From an optimization exercise on the open Yosys and OpenROAD flow, aimed at small area, a short achievable clock period and few clock cycles; shortcuts taken in it are not production practice.
RTL that was checked went through simulation tests only; none was proved equivalent to the original.
Power figures rest on the tool's default switching activity, not on a simulated workload.

==> flow/design.v <==
`timescale 1ns / 1ps
module Data_selector(
	input clk,
	input rst,
	input data_collect_finish,
	input [7:0] data_in,
	output reg [7:0] data_out,
	output reg [13:0] read_select,
	output reg [13:0] write_out_se,
	output reg data_process_finish,
	output reg wr_enable
    );
	localparam integer H   = 9;                     
	localparam integer K   = H - 2;                 
	localparam integer R0L = 100 - H;               
	localparam [13:0] DN  = 100;                    
	localparam [13:0] DC  = 1 - 100 * (H - 1);      
	localparam [13:0] DB  = -199;                   
	localparam [13:0] DF  = -100 * (H - 1);         
	localparam [13:0] ALAST = (R0L - K + H - 1) * 100 + 99;
	localparam [13:0] A1  = -201;                   
	localparam [13:0] A2  = 100 * (H - 1) - 102;    
	localparam [13:0] A3  = 98;                     
	localparam [13:0] A5  = 100 * (H - 1) - 101;    
	localparam [13:0] A6  = -100 * K - 101;         
	localparam [13:0] A9  = -200;                   
	localparam [13:0] A10 = 9899;                   
	localparam [13:0] A11 = 100 * (H - 2) - 1;      
	localparam [13:0] A12 = 100 * (H - 2);          
	localparam [6:0] C98 = 7'd46;                   
	localparam [3:0] J7  = 4'd10;                   
	localparam [1:0] S_NONE = 2'd0, S_BLUR = 2'd1, S_COLC = 2'd2, S_ROWC = 2'd3;
	reg running;
	reg p1, p2;                  
	reg [3:0] j;                 
	reg [6:0] c;                 
	reg jl, j2, j1;              
	reg c0, c1, c99, cf;         
	reg bf, bl;                  
	reg [7:0] D [1:2*H-1];       
	reg [9:0] hp;                
	reg [9:0] h1, h2;            
	reg [11:0] q;                
	reg [1:0] src, src1;         
	reg [13:0] aoff, aoff1;      
	wire go = running | (data_collect_finish & ~data_process_finish & ~p1 & ~p2);
	wire [9:0] h0 = hp + {2'b0, data_in};
	wire [11:0] sum = q + {2'b0, h1};
	always @(*) begin
		src = S_NONE;
		aoff = A1;
		if (j2) begin
			if (c0) begin
				if (!bf) begin
					src = S_COLC;
					aoff = jl ? A3 : A6;
				end
			end
			else if (cf) begin
				src = S_COLC;
				aoff = jl ? A10 : A9;
			end
			else begin
				src = c1 ? S_COLC : S_BLUR;
				if (!jl) aoff = A1;
				else if (!c99) aoff = A2;
				else if (bl) aoff = A5;
				else aoff = A3;
			end
		end
		else if (j1) begin
			if (bf && !cf) begin src = S_ROWC; aoff = A9; end
		end
		else begin
			if (cf) begin src = S_ROWC; aoff = A12; end
			else if (bl && !c0) begin src = S_ROWC; aoff = A11; end
		end
	end
	wire [13:0] dsw = !c99 ? DC : bl ? DF : DB;
	wire [13:0] a_row = read_select + DN;
	wire [13:0] a_sw = read_select + dsw;
	always @(posedge clk or posedge rst) begin
		if (rst) begin
			running <= 1'b0;
			p1 <= 1'b0;
			p2 <= 1'b0;
			j <= 4'd1;
			c <= 7'd1;
			jl <= 1'b0;
			j2 <= 1'b0;
			j1 <= 1'b0;
			c0 <= 1'b1;
			c1 <= 1'b0;
			c99 <= 1'b0;
			cf <= 1'b0;
			bf <= 1'b1;
			bl <= 1'b0;
			read_select <= 0;
			src1 <= S_NONE;
			wr_enable <= 1'b0;
			data_process_finish <= 1'b0;
		end
		else begin
			p2 <= p1;
			p1 <= 1'b0;
			src1 <= S_NONE;
			if (go) begin
				src1 <= src;
				running <= 1'b1;
				read_select <= !jl ? a_row : cf ? 14'd0 : a_sw;
				if (!jl) begin
					j <= {j[2:0], j[3] ^ j[2]};
					jl <= (j == J7);
					j2 <= (j != 4'd1);
					j1 <= (j == 4'd1);
				end
				else begin
					j <= 4'd1;
					jl <= 1'b0;
					j2 <= 1'b0;
					j1 <= 1'b0;
					if (cf) begin
						c <= 7'd1;
						c0 <= 1'b1;
						cf <= 1'b0;
						bf <= 1'b1;
						bl <= 1'b0;
						running <= 1'b0;
						p1 <= 1'b1;
					end
					else if (c99) begin
						c99 <= 1'b0;
						if (bl) cf <= 1'b1;
						else begin
							c <= 7'd1;
							c0 <= 1'b1;
							bf <= 1'b0;
							bl <= (read_select == ALAST);
						end
					end
					else begin
						c <= {c[5:0], c[6] ^ c[5]};
						c0 <= 1'b0;
						c1 <= c0;
						c99 <= (c == C98);
					end
				end
			end
			wr_enable <= (src1 != S_NONE);
			if (p2) data_process_finish <= 1'b1;
			else if (!data_collect_finish) data_process_finish <= 1'b0;
		end
	end
	integer k;
	always @(posedge clk) begin
		aoff1 <= aoff;
		D[1] <= data_in;
		for (k = 2; k <= 2 * H - 1; k = k + 1) D[k] <= D[k-1];
		hp <= {2'b0, D[2*H-1]} + {1'b0, D[H-1], 1'b0};
		h1 <= h0;
		h2 <= h1;
		q <= {2'b0, h2} + {1'b0, h1, 1'b0};
		write_out_se <= read_select + aoff1;
		case (src1)
			S_BLUR: data_out <= sum[11:4];
			S_COLC: data_out <= D[H+2];
			default: data_out <= D[2];
		endcase
	end
endmodule
==> flow/config.mk <==
export PLATFORM = sky130hd
export DESIGN_NAME = Data_selector
export DESIGN_NICKNAME = Data_selector
export VERILOG_FILES = /design/flow/design.v
export SDC_FILE = /design/flow/constraint.sdc
export NUM_CORES = 4
export LEC_CHECK = 0
export ABC_AREA = 1
export CAP_MARGIN = 20
export CORE_MARGIN = 2
export CORE_UTILIZATION = 55
export SETUP_SLACK_MARGIN = 3.2
export SLEW_MARGIN = 20
==> flow/constraint.sdc <==
create_clock -name core_clock -period 5.5 [get_ports {clk}]
set_input_delay 1.1000 -clock core_clock [delete_from_list [all_inputs] [get_ports {clk}]]
set_output_delay 1.1000 -clock core_clock [all_outputs]
set_load 0.01 [all_outputs]
standard.sh (not shown) runs the stock make flow with config.mk's settings and CLKGATE_MAP_FILE= SYNTH_SCRIPT=/design/flow/synth_recipe.tcl, a recipe that flattens the netlist after the stock synthesis.
==> flow/flow/run.sh <==
#!/bin/bash
# Standard ORFS layout (the standard.sh), with two changes:
#  - port buffers are the smallest buffer (buf_1) instead of clkdlybuf4s50_1;
#  - clock tree built from clkbuf_8 in clusters of up to 16 sinks, without dummy loads.
set -euo pipefail
bash standard.sh \
  "BUFFER_PORTS_ARGS=-buffer_cell sky130_fd_sc_hd__buf_1" \
  "CTS_ARGS=-sink_clustering_enable -repair_clock_nets -dont_use_dummy_load -buf_list sky130_fd_sc_hd__clkbuf_8 -sink_clustering_size 16 -sink_clustering_max_diameter 50" \
  finish > standard_flow.log 2>&1
The first run finished with timing, DRC and antenna clean.
Testbench counts at the start, summed over its fixed seeds: cycles 302,736.
==> next run, changes <==
--- a/flow/design.v
+++ b/flow/design.v
@@ -75,12 +75,11 @@
 			if (cf) begin src = S_ROWC; aoff = A12; end
 			else if (bl && !c0) begin src = S_ROWC; aoff = A11; end
 		end
 	end
 	wire [13:0] dsw = !c99 ? DC : bl ? DF : DB;
-	wire [13:0] a_row = read_select + DN;
-	wire [13:0] a_sw = read_select + dsw;
+	wire [13:0] a_next = read_select + (jl ? dsw : DN);
 	always @(posedge clk or posedge rst) begin
 		if (rst) begin
 			running <= 1'b0;
 			p1 <= 1'b0;
 			p2 <= 1'b0;
@@ -105,11 +104,11 @@
 			p1 <= 1'b0;
 			src1 <= S_NONE;
 			if (go) begin
 				src1 <= src;
 				running <= 1'b1;
-				read_select <= !jl ? a_row : cf ? 14'd0 : a_sw;
+				read_select <= (jl && cf) ? 14'd0 : a_next;
 				if (!jl) begin
 					j <= {j[2:0], j[3] ^ j[2]};
 					jl <= (j == J7);
 					j2 <= (j != 4'd1);
 					j1 <= (j == 4'd1);
Effect: Register-to-register slack is about the same; clock skew goes up by 0.0044 ns; total power rises by 2.0%; clock-buffer cell count went up by 1; combinational power grows by about 5%; sequential share of layout area drops by 0.35 points; wire length falls by 2.3%; area after synthesis hardly moves; worst setup slack gets better by 0.012 ns; utilization goes up by 0.46 points; global-route usage shrinks by 0.40 points.
The RTL of the second run of this note was laid out without a check of its function.

==> static timing again, ports no longer ideal <==
The results above use ideal ports. As a check the final layouts listed here were re-extracted and re-timed, cells and wires unchanged.
Step 1, drivers: a clkbuf_16 drives clk and a buf_2 each remaining input, both assumed.
Step 2 also shifts input and output timing later by t, the mid clock arrival at the registers, as if the neighbouring blocks saw the same clock.
a / b / c = ideal ports / drivers / drivers and shift; a / b = the first two.
run | shift t [ns] | setup WS [ns] | worst setup path at the end | latest minus earliest clock arrival (ns) | worst data-port slew with drivers (ns)
the first run | 0.552 | 3.249 / 3.208 / 2.886 | input to register | 0.076 / 0.076 | 0.05
the second run | 0.555 | 3.261 / 3.220 / 2.840 | input to register | 0.072 / 0.072 | 0.05
After both steps setup and hold are still met in every run listed. For the second run, which loses most, drivers alone change the setup slack by -0.041 ns; drivers and shift together by -0.421 ns.
